What follows belongs to an exercise in optimizing a design on an open flow for small area; a production flow would make more cautious choices. At most, simulation tests tie the RTL to the original design; equivalence was not proved. Power is estimated from default activity; no workload was simulated.

== the baseline ==
==> flow/design.v (excerpt) <==
module	rtcclock #(
		parameter	DEFAULT_SPEED = 32'd2814750  
	) (
		input	wire		i_clk, i_reset,
		input	wire		i_wb_cyc, i_wb_stb, i_wb_we,
		input	wire	[2:0]	i_wb_addr,
		input	wire	[31:0]	i_wb_data,
		input	wire	[3:0]	i_wb_sel,
		output	reg	[31:0]	o_data,
		output	wire	[31:0]	o_sseg,
		output	wire	[15:0]	o_led,
		output	wire		o_interrupt,
		output	wire		o_ppd,
		input	wire		i_hack
	);
	wire		wb_write = i_wb_stb && i_wb_we;
	reg		ck_wr, tm_wr, al_wr;
	reg	[25:0]	wr_data;
	reg	[2:0]	wr_valid;
	reg		wr_zero;
	reg	[1:0]	clock_display;
	always @(posedge i_clk)
	if (i_reset)
	begin
		ck_wr <= 1'b0;
		tm_wr <= 1'b0;
		al_wr <= 1'b0;
	end else begin
		ck_wr <= wb_write && (i_wb_addr == 3'b000);
		tm_wr <= wb_write && (i_wb_addr == 3'b001);
		al_wr <= wb_write && (i_wb_addr == 3'b011);
	end
	always @(posedge i_clk)
	begin
		wr_data     <= i_wb_data[25:0];
		wr_valid[0] <= (i_wb_sel[0])&&(i_wb_data[3:0] <= 4'h9)
				&&(i_wb_data[7:4] <= 4'h5);
		wr_valid[1] <= (i_wb_sel[1])&&(i_wb_data[11:8] <= 4'h9)
				&&(i_wb_data[15:12] <= 4'h5);
		wr_valid[2] <= (i_wb_sel[2])&&(i_wb_data[19:16] <= 4'h9)
				&&(i_wb_data[21:16] <= 6'h23);
		wr_zero <= (i_wb_data[23:0] == 0);
	end
	always @(posedge i_clk)
	if (i_reset)
		clock_display <= 2'b00;
	else if (wb_write && (i_wb_addr == 3'b000) && i_wb_sel[3])
		clock_display <= i_wb_data[25:24];
	reg	[21:0]	wr_data2;
	reg	[2:0]	ck_pv, al_pv;
	always @(posedge i_clk)
		wr_data2 <= wr_data[21:0];
	always @(posedge i_clk)
	begin
		ck_pv <= (ck_wr) ? wr_valid : 3'b0;
		al_pv <= (al_wr) ? wr_valid : 3'b0;
	end
	reg	[31:0]	ckspeed;
	reg	[39:0]	ck_counter;
	reg		ck_carry;
	reg	[7:0]	ck_sub;
	wire		ck_pps;
	always @(posedge i_clk)
	if (i_reset)
		ckspeed <= DEFAULT_SPEED;
	else if (wb_write && (i_wb_addr == 3'b100))
		ckspeed <= i_wb_data;
	wire	[39:0]	ck_addend = { 8'h00, ckspeed };
	wire	[40:0]	ck_cc;
	wire	[39:0]	ck_sum;
	assign	ck_cc[0] = 1'b0;
	genvar	gk;
	generate for(gk=0; gk<40; gk=gk+1)
	begin : CKADD
		assign	ck_sum[gk] = ck_counter[gk] ^ ck_addend[gk] ^ ck_cc[gk];
		assign	ck_cc[gk+1] = (ck_counter[gk] & ck_addend[gk])
				| (ck_cc[gk] & (ck_counter[gk] ^ ck_addend[gk]));
	end endgenerate
	always @(posedge i_clk)
	if (i_reset)
  ...
For scale: roughly 1600 cells after synthesis, about 410 flip-flops, ~0.017 mm^2 of cells after synthesis.
Settings: LEC_CHECK=0, CAP_MARGIN=20, CORE_MARGIN=2, CORE_UTILIZATION=40, SLEW_MARGIN=20; clock period 10.0 ns.
run.sh (not shown) runs the stock make flow with config.mk's settings and CLKGATE_MAP_FILE= SYNTH_SCRIPT=/design/flow/synth_recipe.tcl, a recipe that flattens the netlist after the stock synthesis.
The baseline: flow complete, layout not clean; failing: negative setup slack
The inputs of the candidate differ from those of the baseline as listed below.
diff --git a/flow/design.v b/flow/design.v
--- a/flow/design.v
+++ b/flow/design.v
@@ -61,48 +61,41 @@
 	if (i_reset)
 		clock_display <= 2'b00;
 	else if (wb_write && (i_wb_addr == 3'b000) && i_wb_sel[3])
 		clock_display <= i_wb_data[25:24];
 	reg	[21:0]	wr_data2;
 	reg	[2:0]	ck_pv, al_pv;
 	always @(posedge i_clk)
 		wr_data2 <= wr_data[21:0];
 	always @(posedge i_clk)
+	if (i_reset)
 	begin
+		ck_pv <= 3'b0;
+		al_pv <= 3'b0;
+	end else begin
 		ck_pv <= (ck_wr) ? wr_valid : 3'b0;
 		al_pv <= (al_wr) ? wr_valid : 3'b0;
 	end
 	reg	[31:0]	ckspeed;
 	reg	[39:0]	ck_counter;
 	reg		ck_carry;
 	reg	[7:0]	ck_sub;
 	wire		ck_pps;
 	always @(posedge i_clk)
 	if (i_reset)
 		ckspeed <= DEFAULT_SPEED;
 	else if (wb_write && (i_wb_addr == 3'b100))
 		ckspeed <= i_wb_data;
-	wire	[39:0]	ck_addend = { 8'h00, ckspeed };
-	wire	[40:0]	ck_cc;
-	wire	[39:0]	ck_sum;
-	assign	ck_cc[0] = 1'b0;
-	genvar	gk;
-	generate for(gk=0; gk<40; gk=gk+1)
-	begin : CKADD
-		assign	ck_sum[gk] = ck_counter[gk] ^ ck_addend[gk] ^ ck_cc[gk];
-		assign	ck_cc[gk+1] = (ck_counter[gk] & ck_addend[gk])
-				| (ck_cc[gk] & (ck_counter[gk] ^ ck_addend[gk]));
-	end endgenerate
 	always @(posedge i_clk)
 	if (i_reset)
 		{ ck_carry, ck_counter } <= 41'h0;
 	else
-		{ ck_carry, ck_counter } <= { ck_cc[40], ck_sum };
+		{ ck_carry, ck_counter } <= ck_counter + { 8'h00, ckspeed };
 	always @(posedge i_clk)
 	if (i_reset)
 		ck_sub <= 8'h0;
 	else if (ck_carry)
 		ck_sub <= ck_sub + 8'h1;
 	assign	ck_pps = ck_carry && (&ck_sub);
 	reg	[6:0]	ck_sec, ck_min;
 	reg	[5:0]	ck_hr;
 	wire	[21:0]	clock_data;
@@ -165,18 +158,21 @@
 		end
 		if (ck_pv[0])
 			ck_sec <= wr_data2[6:0];
 		if (ck_pv[1])
 			ck_min <= wr_data2[14:8];
 		if (ck_pv[2])
 			ck_hr  <= wr_data2[21:16];
 	end
 	always @(posedge i_clk)
+	if (i_reset)
+		pre_ppd <= 1'b0;
+	else
 		pre_ppd <= ck_hr[5] && ck_hr[1] && ck_hr[0]
 			&& ck_min[6] && ck_min[4] && ck_min[3] && ck_min[0]
 			&& ck_sec[6] && ck_sec[4] && ck_sec[3] && ck_sec[0];
 	always @(posedge i_clk)
 		ck_ppm <= ck_min[6] && ck_min[4] && ck_min[3] && ck_min[0];
 	reg	[6:0]	lst_sec, lst_min;
 	reg	[5:0]	lst_hr;
 	always @(posedge i_clk)
 	begin
@@ -293,19 +289,24 @@
 		if (al_pv[1])
 			al_min <= wr_data2[14:8];
 		if (al_pv[2])
 			al_hr  <= wr_data2[21:16];
 	end
 	reg		r_hack_carry;
 	reg	[27:0]	hack_time;	 
 	reg	[39:0]	hack_counter;
 	always @(posedge i_clk)
-	if ((i_reset)||(i_hack))
+	if (i_reset)
+	begin
+		hack_time    <= 28'h0;
+		hack_counter <= 40'h0;
+		r_hack_carry <= 1'b0;
+	end else if (i_hack)
 	begin
 		hack_time <= { ck_hr, ck_min, ck_sec, ck_sub };
 		hack_counter <= ck_counter;
 		r_hack_carry <= ck_carry;
 	end else if (r_hack_carry)
 	begin
 		hack_time <= { ck_hr, ck_min, ck_sec, ck_sub };
 		r_hack_carry <= 1'b0;
 	end
==> comparison <==
- No stage failed in the candidate, and the final checks on the layout all came back clean.
- The candidate ends up with a fraction of the core area covered by cells at the end of the flow that is 1.2 points lower than in the baseline.
- Looking at height of the die, the candidate sits about 3.5% higher than the baseline does.
- Of the candidate and the baseline, the run reporting the lower sequential power was the candidate.
- Run comparison: the baseline critical path class reg2reg; the candidate critical path class reg2out
- Number of standard cells in the final layout excluding fillers for the candidate is higher than for the baseline.
- Compared the candidate vs the baseline, and share of synthesized area spent on multiplexers is up in the candidate.
- In the reports for the candidate and the baseline, the smaller post-synth design cell area belongs to the baseline.
- From the baseline to the candidate the numbers moved as follows: number of iterations in the first detailed-routing pass has increased, routed wire length shows an increase of about 14%, number of unique standard cell types used by synthesis went up about 5.6%, power moved up.
No functional check of the RTL was part of the baseline.

[afterwards: timing with drivers on the ports]
Ports are ideal in the flow. The routed layouts listed here were re-timed in OpenROAD. Step 1 sets driving cells, clkbuf_16 on the clock port and buf_2 on the other inputs (assumed; they add their load-dependent delay and slew). Step 2 also shifts input and output timing later by t, the mid clock arrival at the registers, as if the neighbouring blocks saw the same clock. Slacks: ideal ports / drivers / drivers and shift; pairs: ideal ports / drivers.
run | t (ns) | setup slack, ns | hold WS [ns] | latest minus earliest clock arrival (ns)
the baseline | 0.591 | -2.870 / -2.870 / -2.870 | 0.324 / 0.324 / 0.324 | 0.021 / 0.021
the candidate | 0.615 | 5.113 / 5.059 / 5.249 | 0.324 / 0.324 / 0.324 | 0.033 / 0.033
